Context: an optimization exercise on an open-source flow, tuned for small area, a short achievable clock period and few clock cycles. The choices shown serve that exercise and are no tape-out recipe.
Only simulation tests tie the RTL to the original design; equivalence was not proved.

$ cat flow/design.v
`timescale 1 ns / 1 ps
`default_nettype none
localparam
DECINVALID = 0,
DECREGRS = 1,
DECREGRT = 2,
DECREGFS = 3,
DECREGFT = 4,
DECZIMM = 5,
DECSIMM = 6,
DECALU = 7,  
DECSETRD = 12,
DECSETRT = 13,
DECMEMRD = 14,
DECMEMWR = 15,
DECSIGNED = 16,
DECSHIMM = 17,  
DECSHIMM32 = 18,
DECTARGR = 19,  
DECLOAD = 25,
DECSZ = 26,  
DECDWORD = 29,
DECLLSC = 30,
DECSTORE = 31,
DECCOND = 32,  
DECBRANCH = 36,
DECLIKELY = 37,
DECLINK = 38,
DECJUMP = 39,
DECJUMPREG = 40,
DECPANIC = 41,
DECWHY = 42,  
DECSYSCALL = 47,
DECBREAK = 48,
DECSETFD = 49,
DECSETFT = 50,
DECCACHE = 51,
DECDCACHE = 52,
DECCACHEOP = 53,  
DECERET = 56,
DECTLBR = 57,
DECTLBWI = 58,
DECTLBWR = 59,
DECTLBP = 60,
DECLONGALU = 61,
DECTRAP = 62,
DECCOP = 63,
DEC64 = 64,
DECMTC0 = 65,
DECMFC0 = 66,
ALUNOP = 0,
ALUADD = 1,
ALUSUB = 2,
ALUAND = 3,
ALUOR = 4,
ALUNOR = 5,
ALUXOR = 6,
ALUSLL = 7,
ALUSRL = 8,
ALUSRA = 9,
ALUMUL = 10,
ALUDIV = 11,
ALULUI = 12,
ALUADDIMM = 13,
ALUSLT = 14,
ALUMFLO = 15,
ALUMFHI = 16,
ALUMTLO = 17,
ALUMTHI = 18,
CONDAL = 0,
CONDEQ = 1,
CONDNE = 2,
CONDGE = 3,
CONDGT = 4,
CONDLE = 5,
CONDLT = 6,
CONDGET = 7,
CONDGEUT = 8,
CONDLTT = 9,
CONDLTUT = 10,
SZWORD = 0,
SZBYTE = 1,
SZHALF = 2,
SZLEFT = 3,
SZRIGHT = 4,
SZDWORD = 8,
SZDLEFT = 11,
SZDRIGHT = 12,
WHYINTR = 5'h0,
WHYTLBM = 5'h1,
WHYTLBL = 5'h2,
WHYTLBS = 5'h3,
WHYADEL = 5'h4,
WHYADES = 5'h5,
WHYIBE = 5'h6,
WHYDBE = 5'h7,
WHYSYSC = 5'h8,
WHYBRPT = 5'h9,
WHYRSVD = 5'h10,
WHYCPU = 5'h11,
WHYOVFL = 5'h12,
WHYTRAP = 5'h13,
WHYFPE = 5'h15,
WHYWAT = 5'h23,
WHYRST = 5'h31,
WHYNMI = 5'h30,
WHYIADE = 5'h29,
WHYITLB = 5'h28,
IE = 0,
EXL = 1,
ERL = 2,
KSU = 3,
UX = 5,
SX = 6,
KX = 7,
IM = 8,
SR = 20,
TS = 21,
BEV = 22,
RE = 25,
FR = 26,
RP = 27,
CU = 28,
KERN = 0,
SUPR = 1,
USER = 2,
IP = 8,
BD = 31,
K0 = 0,
BE = 15,
EP = 24
;
 `timescale 1 ns / 1 ps
`default_nettype none
module idec(
	input wire [31:0] rfinstr,
	output reg [66:0] rfdec
);
 localparam
DECINVALID = 0,
DECREGRS = 1,
DECREGRT = 2,
DECREGFS = 3,
DECREGFT = 4,
DECZIMM = 5,
DECSIMM = 6,
DECALU = 7,  
DECSETRD = 12,
DECSETRT = 13,
DECMEMRD = 14,
DECMEMWR = 15,
DECSIGNED = 16,
DECSHIMM = 17,  
DECSHIMM32 = 18,
DECTARGR = 19,  
DECLOAD = 25,
DECSZ = 26,  
DECDWORD = 29,
DECLLSC = 30,
DECSTORE = 31,
DECCOND = 32,  
DECBRANCH = 36,
DECLIKELY = 37,
DECLINK = 38,
DECJUMP = 39,
DECJUMPREG = 40,
DECPANIC = 41,
DECWHY = 42,  
DECSYSCALL = 47,
DECBREAK = 48,
DECSETFD = 49,
DECSETFT = 50,
DECCACHE = 51,
DECDCACHE = 52,
DECCACHEOP = 53,  
DECERET = 56,
DECTLBR = 57,
DECTLBWI = 58,
DECTLBWR = 59,
DECTLBP = 60,
DECLONGALU = 61,
DECTRAP = 62,
DECCOP = 63,
DEC64 = 64,
DECMTC0 = 65,
DECMFC0 = 66,
ALUNOP = 0,
ALUADD = 1,
ALUSUB = 2,
ALUAND = 3,
ALUOR = 4,
ALUNOR = 5,
ALUXOR = 6,
ALUSLL = 7,
ALUSRL = 8,
ALUSRA = 9,
ALUMUL = 10,
ALUDIV = 11,
ALULUI = 12,
ALUADDIMM = 13,
ALUSLT = 14,
ALUMFLO = 15,
ALUMFHI = 16,
ALUMTLO = 17,
ALUMTHI = 18,
CONDAL = 0,
CONDEQ = 1,
CONDNE = 2,
CONDGE = 3,
CONDGT = 4,
CONDLE = 5,
CONDLT = 6,
CONDGET = 7,
CONDGEUT = 8,
CONDLTT = 9,
CONDLTUT = 10,
SZWORD = 0,
SZBYTE = 1,
SZHALF = 2,
SZLEFT = 3,
SZRIGHT = 4,
SZDWORD = 8,
SZDLEFT = 11,
SZDRIGHT = 12,
WHYINTR = 5'h0,
WHYTLBM = 5'h1,
WHYTLBL = 5'h2,
WHYTLBS = 5'h3,
WHYADEL = 5'h4,
WHYADES = 5'h5,
WHYIBE = 5'h6,
WHYDBE = 5'h7,
WHYSYSC = 5'h8,
WHYBRPT = 5'h9,
WHYRSVD = 5'h10,
WHYCPU = 5'h11,
WHYOVFL = 5'h12,
WHYTRAP = 5'h13,
WHYFPE = 5'h15,
WHYWAT = 5'h23,
WHYRST = 5'h31,
WHYNMI = 5'h30,
WHYIADE = 5'h29,
WHYITLB = 5'h28,
IE = 0,
EXL = 1,
ERL = 2,
KSU = 3,
UX = 5,
SX = 6,
KX = 7,
IM = 8,
SR = 20,
TS = 21,
BEV = 22,
RE = 25,
FR = 26,
RP = 27,
CU = 28,
KERN = 0,
SUPR = 1,
USER = 2,
IP = 8,
BD = 31,
K0 = 0,
BE = 15,
EP = 24
;
	localparam [66:0] LOADINSTR = ALUADDIMM<<DECALU|1<<DECREGRS|1<<DECSETRT|1<<DECLOAD;
	localparam [66:0] STOREINSTR = ALUADDIMM<<DECALU|1<<DECREGRS|1<<DECREGRT|1<<DECSTORE;
	always @(*) begin
		rfdec = 1<<DECINVALID;
		casez(rfinstr)
		32'b000000_zzzzz_zzzzz_zzzzz_00000_100000: rfdec = ALUADD<<DECALU|1<<DECREGRS|1<<DECREGRT|1<<DECSETRD|1<<DECSIGNED;  
		32'b001000_zzzzz_zzzzz_zzzzzzzz_zzzzzzzz: rfdec = ALUADD<<DECALU|1<<DECREGRS|1<<DECSIMM|1<<DECSETRT|1<<DECSIGNED;  
		32'b001001_zzzzz_zzzzz_zzzzzzzz_zzzzzzzz: rfdec = ALUADD<<DECALU|1<<DECREGRS|1<<DECSIMM|1<<DECSETRT;  
		32'b000000_zzzzz_zzzzz_zzzzz_00000_100001: rfdec = ALUADD<<DECALU|1<<DECREGRS|1<<DECREGRT|1<<DECSETRD;  
		32'b000000_zzzzz_zzzzz_zzzzz_00000_100100: rfdec = ALUAND<<DECALU|1<<DECREGRS|1<<DECREGRT|1<<DECSETRD;  
		32'b001100_zzzzz_zzzzz_zzzzzzzz_zzzzzzzz: rfdec = ALUAND<<DECALU|1<<DECREGRS|1<<DECZIMM|1<<DECSETRT;  
		32'b000000_zzzzz_zzzzz_zzzzz_00000_101100: rfdec = ALUADD<<DECALU|1<<DECREGRS|1<<DECREGRT|1<<DECSETRD|1<<DECSIGNED|1<<DECDWORD|1<<DEC64;  
		32'b011000_zzzzz_zzzzz_zzzzzzzz_zzzzzzzz: rfdec = ALUADD<<DECALU|1<<DECREGRS|1<<DECSIMM|1<<DECSETRT|1<<DECSIGNED|1<<DECDWORD|1<<DEC64;  
		32'b011001_zzzzz_zzzzz_zzzzzzzz_zzzzzzzz: rfdec = ALUADD<<DECALU|1<<DECREGRS|1<<DECSIMM|1<<DECSETRT|1<<DECDWORD|1<<DEC64;  
		32'b000000_zzzzz_zzzzz_zzzzz_00000_101101: rfdec = ALUADD<<DECALU|1<<DECREGRS|1<<DECREGRT|1<<DECSETRD|1<<DECDWORD|1<<DEC64;  
		32'b000000_zzzzz_zzzzz_zzzzz_00000_011110: rfdec = ALUDIV<<DECALU|1<<DECREGRS|1<<DECREGRT|1<<DECDWORD|1<<DECSIGNED|1<<DEC64;  
		32'b000000_zzzzz_zzzzz_zzzzz_00000_011111: rfdec = ALUDIV<<DECALU|1<<DECREGRS|1<<DECREGRT|1<<DECDWORD|1<<DEC64;  
		32'b000000_zzzzz_zzzzz_zzzzz_00000_011010: rfdec = ALUDIV<<DECALU|1<<DECREGRS|1<<DECREGRT|1<<DECSIGNED;  
		32'b000000_zzzzz_zzzzz_zzzzz_00000_011011: rfdec = ALUDIV<<DECALU|1<<DECREGRS|1<<DECREGRT;  
		32'b000000_zzzzz_zzzzz_zzzzz_00000_011100: rfdec = ALUMUL<<DECALU|1<<DECREGRS|1<<DECREGRT|1<<DECDWORD|1<<DECSIGNED|1<<DEC64;  
		32'b000000_zzzzz_zzzzz_zzzzz_00000_011101: rfdec = ALUMUL<<DECALU|1<<DECREGRS|1<<DECREGRT|1<<DECDWORD|1<<DEC64;  
		32'b000000_00000_zzzzz_zzzzz_zzzzz_111000: rfdec = ALUSLL<<DECALU|1<<DECREGRT|1<<DECSHIMM|1<<DECSETRD|1<<DECDWORD|1<<DEC64;  
		32'b000000_zzzzz_zzzzz_zzzzz_00000_010100: rfdec = ALUSLL<<DECALU|1<<DECREGRS|1<<DECREGRT|1<<DECSETRD|1<<DECDWORD|1<<DEC64;  
		32'b000000_00000_zzzzz_zzzzz_zzzzz_111100: rfdec = ALUSLL<<DECALU|1<<DECREGRT|3<<DECSHIMM|1<<DECSETRD|1<<DECDWORD|1<<DEC64;  
		32'b000000_00000_zzzzz_zzzzz_zzzzz_111011: rfdec = ALUSRA<<DECALU|1<<DECREGRT|1<<DECSHIMM|1<<DECSETRD|1<<DECDWORD|1<<DEC64;  
		32'b000000_zzzzz_zzzzz_zzzzz_00000_010111: rfdec = ALUSRA<<DECALU|1<<DECREGRS|1<<DECREGRT|1<<DECSETRD|1<<DECDWORD;  
		32'b000000_00000_zzzzz_zzzzz_zzzzz_111111: rfdec = ALUSRA<<DECALU|1<<DECREGRT|3<<DECSHIMM|1<<DECSETRD|1<<DECDWORD;  
		32'b000000_00000_zzzzz_zzzzz_zzzzz_111010: rfdec = ALUSRL<<DECALU|1<<DECREGRT|1<<DECSHIMM|1<<DECSETRD|1<<DECDWORD;  
		32'b000000_zzzzz_zzzzz_zzzzz_00000_010110: rfdec = ALUSRL<<DECALU|1<<DECREGRS|1<<DECREGRT|1<<DECSETRD|1<<DECDWORD;  
		32'b000000_00000_zzzzz_zzzzz_zzzzz_111110: rfdec = ALUSRL<<DECALU|1<<DECREGRT|3<<DECSHIMM|1<<DECSETRD|1<<DECDWORD|1<<DEC64;  	
		32'b000000_zzzzz_zzzzz_zzzzz_00000_101110: rfdec = ALUSUB<<DECALU|1<<DECREGRS|1<<DECREGRT|1<<DECSETRD|1<<DECSIGNED|1<<DECDWORD|1<<DEC64;  
		32'b000000_zzzzz_zzzzz_zzzzz_00000_101111: rfdec = ALUSUB<<DECALU|1<<DECREGRS|1<<DECREGRT|1<<DECSETRD|1<<DECDWORD|1<<DEC64;  
		32'b001111_00000_zzzzz_zzzzzzzz_zzzzzzzz: rfdec = ALULUI<<DECALU|1<<DECSETRT|1<<DECZIMM;  
		32'b000000_zzzzz_zzzzz_zzzzz_00000_011000: rfdec = ALUMUL<<DECALU|1<<DECREGRS|1<<DECREGRT|1<<DECSIGNED;  
		32'b000000_zzzzz_zzzzz_zzzzz_00000_011001: rfdec = ALUMUL<<DECALU|1<<DECREGRS|1<<DECREGRT;  
		32'b000000_zzzzz_zzzzz_zzzzz_00000_100111: rfdec = ALUNOR<<DECALU|1<<DECREGRS|1<<DECREGRT|1<<DECSETRD;  
		32'b000000_zzzzz_zzzzz_zzzzz_00000_100101: rfdec = ALUOR<<DECALU|1<<DECREGRS|1<<DECREGRT|1<<DECSETRD;  
		32'b001101_zzzzz_zzzzz_zzzzzzzz_zzzzzzzz: rfdec = ALUOR<<DECALU|1<<DECREGRS|1<<DECZIMM|1<<DECSETRT;  
		32'b000000_00000_zzzzz_zzzzz_zzzzz_000000: rfdec = ALUSLL<<DECALU|1<<DECREGRT|1<<DECSHIMM|1<<DECSETRD;  
		32'b000000_zzzzz_zzzzz_zzzzz_00000_000100: rfdec = ALUSLL<<DECALU|1<<DECREGRS|1<<DECREGRT|1<<DECSETRD;  
		32'b000000_zzzzz_zzzzz_zzzzz_00000_101010: rfdec = ALUSLT<<DECALU|1<<DECREGRS|1<<DECREGRT|1<<DECSETRD|1<<DECSIGNED;  
		32'b001010_zzzzz_zzzzz_zzzzzzzz_zzzzzzzz: rfdec = ALUSLT<<DECALU|1<<DECREGRS|1<<DECSIMM|1<<DECSETRT|1<<DECSIGNED;  
		32'b000000_zzzzz_zzzzz_zzzzz_00000_101010: rfdec = ALUSLT<<DECALU|1<<DECREGRS|1<<DECREGRT|1<<DECSETRD;  
		32'b001011_zzzzz_zzzzz_zzzzzzzz_zzzzzzzz: rfdec = ALUSLT<<DECALU|1<<DECREGRS|1<<DECSIMM|1<<DECSETRT;  
		32'b000000_00000_zzzzz_zzzzz_zzzzz_000011: rfdec = ALUSRA<<DECALU|1<<DECREGRT|1<<DECSHIMM|1<<DECSETRD;  
		32'b000000_zzzzz_zzzzz_zzzzz_00000_000111: rfdec = ALUSRA<<DECALU|1<<DECREGRS|1<<DECREGRT|1<<DECSETRD;  
		32'b000000_00000_zzzzz_zzzzz_zzzzz_000010: rfdec = ALUSRL<<DECALU|1<<DECREGRT|1<<DECSHIMM|1<<DECSETRD;  
		32'b000000_zzzzz_zzzzz_zzzzz_00000_000110: rfdec = ALUSRL<<DECALU|1<<DECREGRS|1<<DECREGRT|1<<DECSETRD;  
		32'b000000_zzzzz_zzzzz_zzzzz_00000_100010: rfdec = ALUSUB<<DECALU|1<<DECREGRS|1<<DECREGRT|1<<DECSETRD|1<<DECSIGNED;  
		32'b000000_zzzzz_zzzzz_zzzzz_00000_100011: rfdec = ALUSUB<<DECALU|1<<DECREGRS|1<<DECREGRT|1<<DECSETRD;  
		32'b000000_zzzzz_zzzzz_zzzzz_00000_100110: rfdec = ALUXOR<<DECALU|1<<DECREGRS|1<<DECREGRT|1<<DECSETRD;  
		32'b001110_zzzzz_zzzzz_zzzzzzzz_zzzzzzzz: rfdec = ALUXOR<<DECALU|1<<DECREGRS|1<<DECZIMM|1<<DECSETRT;  
		32'b100000_zzzzz_zzzzz_zzzzzzzz_zzzzzzzz: rfdec = LOADINSTR|SZBYTE<<DECSZ|1<<DECSIGNED;  
		32'b100100_zzzzz_zzzzz_zzzzzzzz_zzzzzzzz: rfdec = LOADINSTR|SZBYTE<<DECSZ;  
		32'b110111_zzzzz_zzzzz_zzzzzzzz_zzzzzzzz: rfdec = LOADINSTR|SZDWORD<<DECSZ;  
		32'b110101_zzzzz_zzzzz_zzzzzzzz_zzzzzzzz: rfdec = LOADINSTR&~(1<<DECSETRT)|1<<DECSETFT|SZDWORD<<DECSZ|1<<DECCOP|1<<DEC64;  
		32'b011010_zzzzz_zzzzz_zzzzzzzz_zzzzzzzz: rfdec = LOADINSTR|1<<DECREGRT|SZDLEFT<<DECSZ|1<<DEC64;  
		32'b011011_zzzzz_zzzzz_zzzzzzzz_zzzzzzzz: rfdec = LOADINSTR|1<<DECREGRT|SZDRIGHT<<DECSZ|1<<DEC64;  
		32'b100001_zzzzz_zzzzz_zzzzzzzz_zzzzzzzz: rfdec = LOADINSTR|SZHALF<<DECSZ|1<<DECSIGNED;  
		32'b100101_zzzzz_zzzzz_zzzzzzzz_zzzzzzzz: rfdec = LOADINSTR|SZHALF<<DECSZ;  
		32'b110000_zzzzz_zzzzz_zzzzzzzz_zzzzzzzz: rfdec = LOADINSTR|SZWORD<<DECSZ|1<<DECLLSC;  
		32'b110100_zzzzz_zzzzz_zzzzzzzz_zzzzzzzz: rfdec = LOADINSTR|SZDWORD<<DECSZ|1<<DECLLSC|1<<DEC64;  
		32'b100011_zzzzz_zzzzz_zzzzzzzz_zzzzzzzz: rfdec = LOADINSTR|SZWORD<<DECSZ|1<<DECSIGNED;  
		32'b110001_zzzzz_zzzzz_zzzzzzzz_zzzzzzzz: rfdec = LOADINSTR&~(1<<DECSETRT)|1<<DECSETFT|SZWORD<<DECSZ|1<<DECCOP;  
		32'b100010_zzzzz_zzzzz_zzzzzzzz_zzzzzzzz: rfdec = LOADINSTR|1<<DECREGRT|SZLEFT<<DECSZ;  
		32'b100110_zzzzz_zzzzz_zzzzzzzz_zzzzzzzz: rfdec = LOADINSTR|1<<DECREGRT|SZRIGHT<<DECSZ;  
		32'b100111_zzzzz_zzzzz_zzzzzzzz_zzzzzzzz: rfdec = LOADINSTR|SZWORD<<DECSZ|1<<DEC64;  
		32'b101000_zzzzz_zzzzz_zzzzzzzz_zzzzzzzz: rfdec = STOREINSTR|SZBYTE<<DECSZ;  
		32'b111000_zzzzz_zzzzz_zzzzzzzz_zzzzzzzz: rfdec = STOREINSTR|SZWORD<<DECSZ|1<<DECSETRT|1<<DECLLSC;  
		32'b111100_zzzzz_zzzzz_zzzzzzzz_zzzzzzzz: rfdec = STOREINSTR|SZDWORD<<DECSZ|1<<DECSETRT|1<<DECLLSC|1<<DEC64;  
		32'b111111_zzzzz_zzzzz_zzzzzzzz_zzzzzzzz: rfdec = STOREINSTR|SZDWORD<<DECSZ|1<<DEC64;  
		32'b111101_zzzzz_zzzzz_zzzzzzzz_zzzzzzzz: rfdec = STOREINSTR&~(1<<DECREGRT)|1<<DECREGFT|SZDWORD<<DECSZ|1<<DECCOP|1<<DEC64;  
		32'b101100_zzzzz_zzzzz_zzzzzzzz_zzzzzzzz: rfdec = STOREINSTR|SZDLEFT<<DECSZ|1<<DEC64;  
		32'b101101_zzzzz_zzzzz_zzzzzzzz_zzzzzzzz: rfdec = STOREINSTR|SZDRIGHT<<DECSZ|1<<DEC64;  
		32'b101001_zzzzz_zzzzz_zzzzzzzz_zzzzzzzz: rfdec = STOREINSTR|SZHALF<<DECSZ;  
		32'b101011_zzzzz_zzzzz_zzzzzzzz_zzzzzzzz: rfdec = STOREINSTR|SZWORD<<DECSZ;  
		32'b111001_zzzzz_zzzzz_zzzzzzzz_zzzzzzzz: rfdec = STOREINSTR&~(1<<DECREGRT)|1<<DECREGFT|SZWORD<<DECSZ|1<<DECCOP;  
		32'b101010_zzzzz_zzzzz_zzzzzzzz_zzzzzzzz: rfdec = STOREINSTR|SZLEFT<<DECSZ;  
		32'b101110_zzzzz_zzzzz_zzzzzzzz_zzzzzzzz: rfdec = STOREINSTR|SZRIGHT<<DECSZ;  
		32'b000100_zzzzz_zzzzz_zzzzzzzz_zzzzzzzz: rfdec = 1<<DECBRANCH|1<<DECREGRS|1<<DECREGRT|CONDEQ<<DECCOND;  
		32'b010100_zzzzz_zzzzz_zzzzzzzz_zzzzzzzz: rfdec = 1<<DECBRANCH|1<<DECREGRS|1<<DECREGRT|CONDEQ<<DECCOND|1<<DECLIKELY;  
		32'b000001_zzzzz_00001_zzzzzzzz_zzzzzzzz: rfdec = 1<<DECBRANCH|1<<DECREGRS|CONDGE<<DECCOND;  
		32'b000001_zzzzz_10001_zzzzzzzz_zzzzzzzz: rfdec = 1<<DECBRANCH|1<<DECREGRS|CONDGE<<DECCOND|1<<DECLINK;  
		32'b000001_zzzzz_10011_zzzzzzzz_zzzzzzzz: rfdec = 1<<DECBRANCH|1<<DECREGRS|CONDGE<<DECCOND|1<<DECLINK|1<<DECLIKELY;  
		32'b000001_zzzzz_00011_zzzzzzzz_zzzzzzzz: rfdec = 1<<DECBRANCH|1<<DECREGRS|CONDGE<<DECCOND|1<<DECLIKELY;  
		32'b000111_zzzzz_00000_zzzzzzzz_zzzzzzzz: rfdec = 1<<DECBRANCH|1<<DECREGRS|CONDGT<<DECCOND;  
		32'b010111_zzzzz_00000_zzzzzzzz_zzzzzzzz: rfdec = 1<<DECBRANCH|1<<DECREGRS|CONDGT<<DECCOND|1<<DECLIKELY;  
		32'b000110_zzzzz_00000_zzzzzzzz_zzzzzzzz: rfdec = 1<<DECBRANCH|1<<DECREGRS|CONDLE<<DECCOND;  
		32'b010110_zzzzz_00000_zzzzzzzz_zzzzzzzz: rfdec = 1<<DECBRANCH|1<<DECREGRS|CONDLE<<DECCOND|1<<DECLIKELY;  
		32'b000001_zzzzz_00000_zzzzzzzz_zzzzzzzz: rfdec = 1<<DECBRANCH|1<<DECREGRS|CONDLT<<DECCOND;  
		32'b000001_zzzzz_10000_zzzzzzzz_zzzzzzzz: rfdec = 1<<DECBRANCH|1<<DECREGRS|CONDLT<<DECCOND|1<<DECLINK;  
		32'b000001_zzzzz_10010_zzzzzzzz_zzzzzzzz: rfdec = 1<<DECBRANCH|1<<DECREGRS|CONDLT<<DECCOND|1<<DECLINK|1<<DECLIKELY;  
		32'b000001_zzzzz_00010_zzzzzzzz_zzzzzzzz: rfdec = 1<<DECBRANCH|1<<DECREGRS|CONDLT<<DECCOND|1<<DECLIKELY;  
		32'b000101_zzzzz_zzzzz_zzzzzzzz_zzzzzzzz: rfdec = 1<<DECBRANCH|1<<DECREGRS|1<<DECREGRT|CONDNE<<DECCOND;  
		32'b010101_zzzzz_zzzzz_zzzzzzzz_zzzzzzzz: rfdec = 1<<DECBRANCH|1<<DECREGRS|1<<DECREGRT|CONDNE<<DECCOND|1<<DECLIKELY;  
		32'b000010_zz_zzzzzzzz_zzzzzzzz_zzzzzzzz: rfdec = 1<<DECBRANCH|1<<DECJUMP;  
		32'b000011_zz_zzzzzzzz_zzzzzzzz_zzzzzzzz: rfdec = 1<<DECBRANCH|1<<DECJUMP|1<<DECLINK;  
		32'b000000_zzzzz_00000_zzzzz_00000_001001: rfdec = 1<<DECBRANCH|1<<DECJUMPREG|1<<DECREGRS|1<<DECSETRD|1<<DECLINK;  
		32'b000000_zzzzz_00000_00000_00000_001000: rfdec = 1<<DECBRANCH|1<<DECJUMPREG|1<<DECREGRS;  
		32'b000000_zzzzzzzzzz_zzzzzzzzzz_001100: rfdec = 1<<DECSYSCALL;  
		32'b000000_zzzzzzzzzz_zzzzzzzzzz_001101: rfdec = 1<<DECBREAK;  
		32'b101111_zzzzz_zzz0z_zzzzzzzz_zzzzzzzz: rfdec = 1<<DECCACHE|ALUADD<<DECALU|1<<DECREGRS|1<<DECSIMM|rfinstr[16]<<DECDCACHE|rfinstr[20:18]<<DECCACHEOP|1<<DECCOP;  
		32'b010000_1000000000_0000000000_011000: rfdec = 1<<DECBRANCH|1<<DECERET;  
		32'b010000_1000000000_0000000000_000001: rfdec = 1<<DECTLBR|1<<DECCOP;  
		32'b010000_1000000000_0000000000_000010: rfdec = 1<<DECTLBWI|1<<DECCOP;  
		32'b010000_1000000000_0000000000_000110: rfdec = 1<<DECTLBWR|1<<DECCOP;  
		32'b010000_1000000000_0000000000_001000: rfdec = 1<<DECTLBP|1<<DECCOP;  
		32'b000000_0000000000_zzzzz_00000_010010: rfdec = ALUMFLO<<DECALU|1<<DECSETRD;  
		32'b000000_0000000000_zzzzz_00000_010000: rfdec = ALUMFHI<<DECALU|1<<DECSETRD;  
		32'b000000_zzzzz_000000000000000_010001: rfdec = ALUMTLO<<DECALU|1<<DECREGRS;  
		32'b000000_zzzzz_000000000000000_010011: rfdec = ALUMTHI<<DECALU|1<<DECREGRS;  
		32'b000000_zzzzz_zzzzz_zzzzzzzzzz_110100: rfdec = 1<<DECTRAP|1<<DECREGRS|1<<DECREGRT|CONDEQ<<DECCOND;  
		32'b000001_zzzzz_01100_zzzzzzzz_zzzzzzzz: rfdec = 1<<DECTRAP|1<<DECREGRS|1<<DECSIMM|CONDEQ<<DECCOND;  
		32'b000000_zzzzz_zzzzz_zzzzzzzzzz_110000: rfdec = 1<<DECTRAP|1<<DECREGRS|1<<DECREGRT|CONDGET<<DECCOND;  
		32'b000001_zzzzz_01000_zzzzzzzz_zzzzzzzz: rfdec = 1<<DECTRAP|1<<DECREGRS|1<<DECSIMM|CONDGET<<DECCOND;  
		32'b000000_zzzzz_zzzzz_zzzzzzzzzz_110001: rfdec = 1<<DECTRAP|1<<DECREGRS|1<<DECREGRT|CONDGEUT<<DECCOND;  
		32'b000001_zzzzz_01001_zzzzzzzz_zzzzzzzz: rfdec = 1<<DECTRAP|1<<DECREGRS|1<<DECSIMM|CONDGEUT<<DECCOND;  
		32'b000000_zzzzz_zzzzz_zzzzzzzzzz_110110: rfdec = 1<<DECTRAP|1<<DECREGRS|1<<DECREGRT|CONDNE<<DECCOND;  
		32'b000001_zzzzz_01110_zzzzzzzz_zzzzzzzz: rfdec = 1<<DECTRAP|1<<DECREGRS|1<<DECSIMM|CONDNE<<DECCOND;  
		32'b000000_zzzzz_zzzzz_zzzzzzzzzz_110010: rfdec = 1<<DECTRAP|1<<DECREGRS|1<<DECREGRT|CONDLTT<<DECCOND;  
		32'b000001_zzzzz_01010_zzzzzzzz_zzzzzzzz: rfdec = 1<<DECTRAP|1<<DECREGRS|1<<DECSIMM|CONDLTT<<DECCOND;  
		32'b000000_zzzzz_zzzzz_zzzzzzzzzz_110011: rfdec = 1<<DECTRAP|1<<DECREGRS|1<<DECREGRT|CONDLTUT<<DECCOND;  
		32'b000001_zzzzz_01011_zzzzzzzz_zzzzzzzz: rfdec = 1<<DECTRAP|1<<DECREGRS|1<<DECSIMM|CONDLTUT<<DECCOND;  
		32'b010000_00100_zzzzz_zzzzz_00000000000: rfdec = 1<<DECMTC0|1<<DECREGRT|1<<DECCOP;  
		32'b010000_00101_zzzzz_zzzzz_00000000000: rfdec = 1<<DECMTC0|1<<DECREGRT|1<<DECCOP|1<<DECDWORD|1<<DEC64;  
		32'b010000_00000_zzzzz_zzzzz_00000000000: rfdec = 1<<DECMFC0|1<<DECSETRT|1<<DECCOP;  
		32'b010000_00001_zzzzz_zzzzz_00000000000: rfdec = 1<<DECMFC0|1<<DECSETRT|1<<DECCOP|1<<DECDWORD|1<<DEC64;  
		endcase
		if(rfdec[DECSETRD])
			rfdec[DECTARGR+5:DECTARGR] = {1'b0, rfinstr[15:11]};
		else if(rfdec[DECSETRT])
			rfdec[DECTARGR+5:DECTARGR] = {1'b0, rfinstr[20:16]};
		else if(rfdec[DECLINK])
			rfdec[DECTARGR+5:DECTARGR] = 31;
		if(rfdec[DECALU+4:DECALU] == ALUMUL || rfdec[DECALU+4:DECALU] == ALUDIV)
			rfdec[DECLONGALU] = 1;
	end
endmodule
 `timescale 1 ns / 1 ps
`default_nettype none
module alu(
	input wire clk,
	input wire reset,
	input wire [66:0] exdec,
	input wire [31:0] exinstr,
	input wire [63:0] exr0,
	input wire [63:0] exr1,
	input wire [63:0] exlink,
	output reg [63:0] exalur,
	output reg exovfl,
	output reg exbcmp,
	input wire alugo,
	output reg alubusy,
	output wire [63:0] lo,
	output wire [63:0] hi
);
 localparam
DECINVALID = 0,
DECREGRS = 1,
DECREGRT = 2,
DECREGFS = 3,
DECREGFT = 4,
DECZIMM = 5,
DECSIMM = 6,
DECALU = 7,  
DECSETRD = 12,
DECSETRT = 13,
DECMEMRD = 14,
DECMEMWR = 15,
DECSIGNED = 16,
DECSHIMM = 17,  
DECSHIMM32 = 18,
DECTARGR = 19,  
DECLOAD = 25,
DECSZ = 26,  
DECDWORD = 29,
DECLLSC = 30,
DECSTORE = 31,
DECCOND = 32,  
DECBRANCH = 36,
DECLIKELY = 37,
DECLINK = 38,
DECJUMP = 39,
DECJUMPREG = 40,
DECPANIC = 41,
DECWHY = 42,  
DECSYSCALL = 47,
DECBREAK = 48,
DECSETFD = 49,
DECSETFT = 50,
DECCACHE = 51,
DECDCACHE = 52,
DECCACHEOP = 53,  
DECERET = 56,
DECTLBR = 57,
DECTLBWI = 58,
DECTLBWR = 59,
DECTLBP = 60,
DECLONGALU = 61,
DECTRAP = 62,
DECCOP = 63,
DEC64 = 64,
DECMTC0 = 65,
DECMFC0 = 66,
ALUNOP = 0,
ALUADD = 1,
ALUSUB = 2,
ALUAND = 3,
ALUOR = 4,
ALUNOR = 5,
ALUXOR = 6,
ALUSLL = 7,
ALUSRL = 8,
ALUSRA = 9,
ALUMUL = 10,
ALUDIV = 11,
ALULUI = 12,
ALUADDIMM = 13,
ALUSLT = 14,
ALUMFLO = 15,
ALUMFHI = 16,
ALUMTLO = 17,
ALUMTHI = 18,
CONDAL = 0,
CONDEQ = 1,
CONDNE = 2,
CONDGE = 3,
CONDGT = 4,
CONDLE = 5,
CONDLT = 6,
CONDGET = 7,
CONDGEUT = 8,
CONDLTT = 9,
CONDLTUT = 10,
SZWORD = 0,
SZBYTE = 1,
SZHALF = 2,
SZLEFT = 3,
SZRIGHT = 4,
SZDWORD = 8,
SZDLEFT = 11,
SZDRIGHT = 12,
WHYINTR = 5'h0,
WHYTLBM = 5'h1,
WHYTLBL = 5'h2,
WHYTLBS = 5'h3,
WHYADEL = 5'h4,
WHYADES = 5'h5,
WHYIBE = 5'h6,
WHYDBE = 5'h7,
WHYSYSC = 5'h8,
WHYBRPT = 5'h9,
WHYRSVD = 5'h10,
WHYCPU = 5'h11,
WHYOVFL = 5'h12,
WHYTRAP = 5'h13,
WHYFPE = 5'h15,
WHYWAT = 5'h23,
WHYRST = 5'h31,
WHYNMI = 5'h30,
WHYIADE = 5'h29,
WHYITLB = 5'h28,
IE = 0,
EXL = 1,
ERL = 2,
KSU = 3,
UX = 5,
SX = 6,
KX = 7,
IM = 8,
SR = 20,
TS = 21,
BEV = 22,
RE = 25,
FR = 26,
RP = 27,
CU = 28,
KERN = 0,
SUPR = 1,
USER = 2,
IP = 8,
BD = 31,
K0 = 0,
BE = 15,
EP = 24
;
	reg [63:0] v;
	wire [5:0] n = {exdec[DECSHIMM32], exr0[4:0]};
	wire signed [31:0] s32 = exr1[31:0];
	wire signed [63:0] s64 = exr1;
	wire signed [63:0] s640 = exr0;	
	wire sx = exdec[DECSIGNED];
	always @(*) begin
		exovfl = 0;
		v = 0;
		exalur = 64'bx;
		case(exdec[DECALU+4:DECALU])
		ALUNOP: exalur = exr0;
		ALUADD: begin
			exalur = exr0 + exr1;
			v = ~(exr0 ^ exr1) & (exr0 ^ exalur);
			exovfl = sx && (exdec[DECDWORD] ? v[63] : v[31]);
		end
		ALUSUB: begin
			exalur = exr0 - exr1;
			v = (exr0 ^ exr1) & (exr0 ^ exalur);
			exovfl = sx && (exdec[DECDWORD] ? v[63] : v[31]);
		end
		ALUAND: exalur = exr0 & exr1;
		ALUOR: exalur = exr0 | exr1;
		ALUNOR: exalur = ~(exr0 | exr1);
		ALUXOR: exalur = exr0 ^ exr1;
		ALUSLL: begin
			exalur = exr1 << n;
			if(!exdec[DECDWORD])
				exalur[63:32] = {32{exalur[31]}};
		end
		ALUSRL: begin
			if(exdec[DECDWORD])
				exalur = exr1 >> n;
			else
				exalur = {32'd0, exr1[31:0] >> n};
			if(!exdec[DECDWORD])
				exalur[63:32] = {32{exalur[31]}};
		end
		ALUSRA:
			if(exdec[DECDWORD])
				exalur = s64 >>> n;
			else
				exalur = {{32{s32[31]}}, s32 >>> n};
		ALULUI: exalur = {{32{exr1[15]}}, exr1[15:0], 16'd0};
		ALUADDIMM: exalur = {{48{exinstr[15]}}, exinstr[15:0]} + exr0;
		ALUSLT:
			if(sx)
				exalur = {63'd0, s640 < s64};
			else
				exalur = {63'd0, exr0 < exr1};
		ALUMFLO:
			exalur = lo;
		ALUMFHI:
			exalur = hi;
		endcase
		if(exdec[DECLINK])
			exalur = exlink;
	end
	always @(*) begin
		case(exdec[DECCOND+3:DECCOND])
		CONDAL: exbcmp = 1;
		CONDEQ: exbcmp = exr0 == exr1;
		CONDNE: exbcmp = exr0 != exr1;
		CONDGE: exbcmp = !exr0[63];
		CONDGT: exbcmp = !exr0[63] && exr0 != 0;
		CONDLT: exbcmp = exr0[63];
		CONDLE: exbcmp = exr0[63] || exr0 == 0;
		CONDGET: exbcmp = s640 >= s64;
		CONDGEUT: exbcmp = exr0 >= exr1;
		CONDLTT: exbcmp = s640 < s64;
		CONDLTUT: exbcmp = exr0 < exr1;
		default: exbcmp = 1'bx;
		endcase
	end
	reg signed [17:0] mula, mulb, mulc, muld;
	reg [7:0] src, src0;
	wire sx0 = sx && src[6] && (src[7] || !exdec[DECDWORD]);
	wire sx1 = sx && src[4] && (src[5] || !exdec[DECDWORD]);
	wire sx2 = sx && src[3:2] == 3;
	wire sx3 = sx && src[1:0] == 3;
	always @(*) begin
		mula[15:0] = exr0[src[7:6] * 16 +: 16];
		mulb[15:0] = exr1[src[5:4] * 16 +: 16];
		mulc[15:0] = exr0[src[3:2] * 16 +: 16];
		muld[15:0] = exr1[src[1:0] * 16 +: 16];
		mula[17:16] = {2{sx0 && mula[15]}};
		mulb[17:16] = {2{sx1 && mulb[15]}};
		mulc[17:16] = {2{sx2 && mulc[15]}};
		muld[17:16] = {2{sx3 && muld[15]}};
	end
	wire signed [35:0] mulr = mula * mulb;
	wire signed [35:0] muls = mulc * muld;
	reg [3:0] dst;
	reg lohifix, lohiclr, lohimul, lohidiv, lohiconv;
	reg [127:0] hilo, hilo_;
	reg [63:0] div, div_;
	wire [63:0] divisor = exdec[DECDWORD] ? exr1 : {{32{exdec[DECSIGNED] && exr1[31]}}, exr1[31:0]};
	reg d0sign, d1sign, d0sign_, d1sign_;
	reg [4:0] state, state_;
	localparam IDLE = 0;
	localparam MUL0 = 1;
	localparam MUL1 = 2;
	localparam MUL2 = 3;
	localparam MUL3 = 4;
	localparam DM0 = 5;
	localparam DM1 = 6;
	localparam DM2 = 7;
	localparam DM3 = 8;
	localparam DM4 = 9;
	localparam DM5 = 10;
	localparam DM6 = 11;
	localparam DIV0 = 12;
	localparam DIV1 = 13;
	localparam DIV2 = 14;
	localparam DIV3 = 15;
	localparam DIV4 = 16;
	reg [5:0] ctr, ctr_;
	always @(posedge clk)
		begin
			state <= reset ? IDLE : state_;
			hilo <= hilo_;
			src0 <= src;
			ctr <= ctr_;
			div <= div_;
			d0sign <= d0sign_;
			d1sign <= d1sign_;
		end
	assign lo = hilo[63:0];
	assign hi = hilo[127:64];
	always @(*) begin
		hilo_ = hilo;
		div_ = div;
		d0sign_ = d0sign;
		d1sign_ = d1sign;
		if(lohimul) begin
			if(lohiclr)
				hilo_ = 0;
			if(lohifix)
				hilo_ = {{32{hilo[63]}}, hilo[63:32], {32{hilo[31]}}, hilo[31:0]};
			else begin
				hilo_ = hilo_ + ({{96{(sx0 || sx1) && mulr[31]}}, mulr[31:0]} << {{1'b0, src[7:6]} + {1'b0, src[5:4]}, 4'd0});
				if(exdec[DECDWORD])
					hilo_ = hilo_ + ({{96{(sx2 || sx3) && muls[31]}}, muls[31:0]} << {{1'b0, src[3:2]} + {1'b0, src[1:0]}, 4'd0});
			end
		end else if(lohidiv) begin
			case(state)
			IDLE: begin
				hilo_ = exdec[DECDWORD] ? {64'd0, exr0} : {64'd0, exr0[31:0], 32'd0};
				d1sign_ = exdec[DECSIGNED] && (exdec[DECDWORD] ? exr1[63] : exr1[31]);
				if(d1sign_)
					div_ = -divisor;
				else
					div_ = divisor;
			end
			DIV0: begin
				d0sign_ = exdec[DECSIGNED] && hilo[63];
				if(d0sign_)
					hilo_[63:0] = -hilo[63:0];
			end
			DIV1: begin
				if(hilo[127])
					hilo_ = {hilo_[126:0], 1'b0} + {div, 64'd0};
				else
					hilo_ = {hilo_[126:0], 1'b0} - {div, 64'd0};
				hilo_[0] = !hilo_[127];
			end
			DIV2: begin
				if(hilo[127])
					hilo_ = hilo + {div, 64'd0};
				if(!exdec[DECDWORD]) begin
					hilo_[127:96] = {32{hilo_[95]}};
					hilo_[63:32] = {32{hilo_[31]}};
				end
			end
			DIV3:
				if(d0sign ^ d1sign)
					hilo_[63:0] = -hilo[63:0];
			DIV4:
				if(d0sign)
					hilo_[127:64] = -hilo[127:64];
			endcase
		end else if(exdec[DECALU+4:DECALU] == ALUMTLO)
			hilo_[63:0] = exr0;
		else if(exdec[DECALU+4:DECALU] == ALUMTHI)
			hilo_[127:64] = exr0;
	end
	always @(*) begin
		state_ = state;
		alubusy = 1;
		src = 0;
		dst = 0;
		lohifix = 0;
		lohiclr = 0;
		lohidiv = 0;
		lohimul = 0;
		ctr_ = ctr;
		case(state)
		IDLE: begin
			alubusy = 0;
			if(alugo)
				case(exdec[DECALU+4:DECALU])
				ALUMUL: begin
					lohimul = 1;
					lohiclr = 1;
					if(exdec[DECDWORD]) begin
						src = 8'b00000001;
						state_ = DM0;
					end else begin
						src = 8'b00000000;
						state_ = MUL0;
					end
				end
				ALUDIV: begin
					lohidiv = 1;
					ctr_ = 0;
					state_ = DIV0;
				end
				endcase
		end
		MUL0: begin
			lohimul = 1;
			src = 8'b00010000;
			state_ = MUL1;
		end
		MUL1: begin
			lohimul = 1;
			src = 8'b01000000;
			state_ = MUL2;
		end
		MUL2: begin
			lohimul = 1;
			src = 8'b01010000;
			state_ = MUL3;
		end
		MUL3: begin
			lohimul = 1;
			lohifix = 1;
			state_ = IDLE;
			alubusy = 0;
		end
		DM0, DM1, DM2, DM3, DM4, DM5: begin
			lohimul = 1;
			src = src0 + 8'b00100010;
			state_ = state + 1;
		end
		DM6: begin
			lohimul = 1;
			src = src0 + 8'b00100010;
			state_ = IDLE;
			alubusy = 0;
		end
		DIV0, DIV2, DIV3: begin
			lohidiv = 1;
			state_ = state + 1;
		end
		DIV1: begin
			lohidiv = 1;
			ctr_ = ctr + 1;
			if(ctr == {exdec[DECDWORD], 5'd31})
				state_ = state + 1;
		end
		DIV4: begin
			lohidiv = 1;
			state_ = IDLE;
			alubusy = 0;
		end
		endcase
	end
endmodule
 `timescale 1 ns / 1 ps
`default_nettype none
module exunit(
	input wire clk,
	input wire reset,
	input wire [31:0] exinstr,
	input wire [63:0] exr0,
	input wire [63:0] exr1,
	input wire [63:0] exlink,
	input wire alugo,
	output wire [63:0] exalur,
	output wire exovfl,
	output wire exbcmp,
	output wire alubusy,
	output wire [63:0] lo,
	output wire [63:0] hi
);
	wire [66:0] exdec;
	idec idec0(
		.rfinstr(exinstr),
		.rfdec(exdec)
	);
	alu alu0(
		.clk(clk),
		.reset(reset),
		.exdec(exdec),
		.exinstr(exinstr),
		.exr0(exr0),
		.exr1(exr1),
		.exlink(exlink),
		.exalur(exalur),
		.exovfl(exovfl),
		.exbcmp(exbcmp),
		.alugo(alugo),
		.alubusy(alubusy),
		.lo(lo),
		.hi(hi)
	);
endmodule
$ cat flow/run.sh
#!/bin/bash
# synth_recipe.tcl (not shown) runs the flow's synth.tcl, then flattens the netlist and writes it again
# the make line also repeats each setting of config.mk as NAME=value (left out here)
make -C /OpenROAD-flow-scripts/flow DESIGN_CONFIG=/design/flow/config.mk WORK_HOME=/design/flow/orfs CLKGATE_MAP_FILE= SYNTH_SCRIPT=/design/flow/synth_recipe.tcl finish
$ cat flow/config.mk
export PLATFORM = sky130hd
export DESIGN_NAME = exunit
export DESIGN_NICKNAME = exunit
export VERILOG_FILES = /design/flow/design.v
export SDC_FILE = /design/flow/constraint.sdc
export NUM_CORES = 4
export LEC_CHECK = 0
export CAP_MARGIN = 40
export CORE_MARGIN = 2
export CORE_UTILIZATION = 30
export GPL_ROUTABILITY_DRIVEN = 1
export PLACE_DENSITY = 0.45
export SLEW_MARGIN = 40
$ cat flow/constraint.sdc
create_clock -name core_clock -period 20.0 [get_ports {clk}]
set_input_delay 4.0000 -clock core_clock [delete_from_list [all_inputs] [get_ports {clk}]]
set_output_delay 4.0000 -clock core_clock [all_outputs]
set_load 0.01 [all_outputs]
==> results.txt <==
[stage by stage]
stage	hold slack [ns]	setup slack, ns	util
after floorplan	0.514	2.13	-
after global placement	0.554	-0.262	0.344
after detailed placement	0.567	-0.486	0.346
after CTS	0.577	0.158	0.349
after global routing	0.639	0.0225	0.350
final	0.582	0.609	0.350
[what timing repair did]
action	CTS	global route
buffers inserted	0	1
hold endpoints to repair	0	0
resized for setup	0	23
endpoints found under the setup margin	0	36
[layout by cell type, fill, tap and decap left out, types with 165 or more instances in the layout]
cell	count
nor2_1	1440
a21oi_1	1392
nand2_1	1157
inv_1	924
buf_4	906
o21ai_0	820
ha_1	810
fa_1	573
xnor2_1	461
clkdlybuf4s50_1	407
a21o_1	385
xor2_1	283
nor3_1	241
nor2b_1	231
nand3_1	221
mux2i_1	201
edfxtp_1	200
nand4_1	165
[per-layer routing]
layer	wire length, µm	global-route usage	part of all wire	up-vias
li1	-	-	-	48300
met5	227	0.00301	0.00031	-
met1	277000	0.546	0.38	58100
met4	78400	0.388	0.11	32
met2	287000	0.619	0.39	8912
met3	91000	0.155	0.12	2504
[worst min-delay path by stage]
stage	startpoint	end	cells after the start
finish	alu0.state[1]$_SDFFE_PP0P_	alu0.state[1]$_SDFFE_PP0P_	2
global route	alu0.state[1]$_SDFFE_PP0P_	alu0.state[1]$_SDFFE_PP0P_	2
CTS	alu0.state[1]$_SDFFE_PP0P_	alu0.state[1]$_SDFFE_PP0P_	2
detailed placement	alu0.state[1]$_SDFFE_PP0P_	alu0.state[1]$_SDFFE_PP0P_	2
global placement	alu0.state[1]$_SDFFE_PP0P_	alu0.state[1]$_SDFFE_PP0P_	2
floorplan	alu0.state[1]$_SDFFE_PP0P_	alu0.state[1]$_SDFFE_PP0P_	2
[layout make-up]
type | instances | area, µm²
multi-input cells | 11000 | 81500
inverters | 936 | 3520
clock inverters | 20 | 150
fillers | 34100 | 203000
diodes | 93 | 233
flip-flops and latches | 213 | 6270
clock buffers | 34 | 744
repair buffers | 1362 | 11500
well taps | 4140 | 5180
[sequential cells by signal, indices dropped and copies added, names as in the netlist]
signal,flops
alu0.state,5
alu0.hilo,128
alu0.src0,8
alu0.d1sign,1
alu0.d0sign,1
alu0.ctr,6
alu0.div,64
[kinds of logic after synthesis]
group	count (synthesis)	synth area share
xor+xnor	757	0.0708
mux	358	0.0540
simple gates	4134	0.203
compound gates	4384	0.300
buf+inv	1860	0.0751
fa+ha+maj	1385	0.231
flops	213	0.0668
[worst min-delay path: cells and delay by family, from the launching register on]
kind | cells | cell delay (ns)
AOI/OAI and AO/OA | 1 | 0.06
and+or+nand+nor | 1 | 0.12
DFF | 1 | 0.36
==> results.toml <==
[yosys]
synthFlopType = "edfxtp_1"
synth-edff-count = 200
synth.avg_cell_area_um2 = 7.17
syn_nets = 14700
synth_commonest_cells = "1455 x nor2_1, 1410 x a21oi_1, 1163 x nand2_1"
async_flop_share = 0
yosysTopAreaCell = "fa_1"
synth_area_leaders = "fa_1 12%, ha_1 11%, a21oi_1 7.5%"
synthCells = 13100
yosysWarnings = 17
synth_top_area_share = 0.122
synth-seq-area-share = 0.0668
yosysMostFrequentCell = "nor2_1"
synth_cell_types = 114
synth.ff_latch_count = 213
syn-cell-area_um2 = 93800

[cells_and_area]
area_delta_synth_final_pct = 16.3
final_area_um2 = 109000
layout-drive-gt1-share = 0.106
finalNonFillerCells = 17800
finalNetCount = 15200

[timing]
clock_skew_ns = 0.0821
relSlewSlack = 0.219
tightestPinTransition_ns = 1.16
hold_viol = 0
clock.fmax_mhz = 51.6
grt_setup_unrepaired = "false"
setup_viol = 0
tns_ns = 0
fin_crit_ns = 19.39
fin_crit_sh = 0.970
slew_violations = 0

[critical_path]
reg2reg_depth = 65
crit_slowest_cell = "clkdlybuf4s50_1"
critical_path_cell_count = 60
crit_type = "in -> reg"
cp.required_ns = 20.43
critPathBufInv = 8
start_kind = "input pin"
critPathMaxFanout = 12
endpoint = "alu0.hilo[127]$_DFFE_PP_"
crit_top_cell = "fa_1"
worstReg2RegEnd = "alu0.hilo[127]$_DFFE_PP_"
cp.arrival_ns = 19.82
critPathTopFamily = "compound AO/OA/AOI/OAI gates"
startpoint = "exinstr[1]"
regToRegSetupSlack_ns = 2.39
reg2reg_from = "alu0.state[0]$_SDFFE_PP0P_"
slowest_delay_ns = 0.80
cp-end-kind = "register"

[place]
post-place-cells = 17700
gp_congestion = 1.14
port_buffers = 421
dp_hpwl_um = 588000
dpl_cell_area_um2 = 108000

[global_route]
grt_max_degree = 108
gr-usage-all-layers = 0.447
antenna_found_initial = 133
grt_pass1_wl_um = 973000
grt_overflow = 0
grt_pass1_vias = 109000

[clock_tree]
holdBufCountCts = 0
cts.sinks = 213
clk_latency_ns = 0.70
clk_path_buf_depth = 3
cts-root-buf = "clkbuf_16"
htreeDepth = 1
cts_inserted_buffers = 29
path_clk_slew_ns = 0.07
tritoncts = "built"

[hold_path]
hold_class = "reg -> reg"

[run_status]
status = "no timing/DRC/antenna violations"

[drt]
post_drt_wl_per_cell_um = 41.2
ant_nets = 0
vias = 118000
drt_wl_total_um = 734000
drtIter0Drc = 19100
via_per_inst = 6.61
route.detailed.drc = 0
first_pass_iters = 10

[die]
die_width_um = 563
start_util = 0.301
io_pins = 422
dieArea_um2 = 317000
die_h_um = 563
rows = 205
core_um2 = 312000

[job]
cap_violations = 0
Testbench counts, summed over its fixed seeds: cycles 16,434.

[port drivers added, routing unchanged]
The flow's constraints put no driver on any port. The routed layout listed below was extracted and timed again, unchanged, in two steps. Step 1 assumes that a clkbuf_16 drives the clock port and a buf_2 every other input. Step 2, shift: input delay + t, output delay - t, t = (earliest + latest rising clock arrival at the registers) / 2. This alone moves slack from input paths to output paths. Three values: no drivers, after step 1, after step 2; two values: the first two.
shift t [ns]: 0.752
setup WS [ns]: 0.609 / 0.664 / -0.088
worst hold slack (ns): 0.582 / 0.582 / 0.582
cell pins on the clock port's net: 1
Met with ideal ports but missed after step 2: setup timing in this run. The setup slack of this run moves by +0.055 ns with the drivers and by -0.697 ns with both steps.
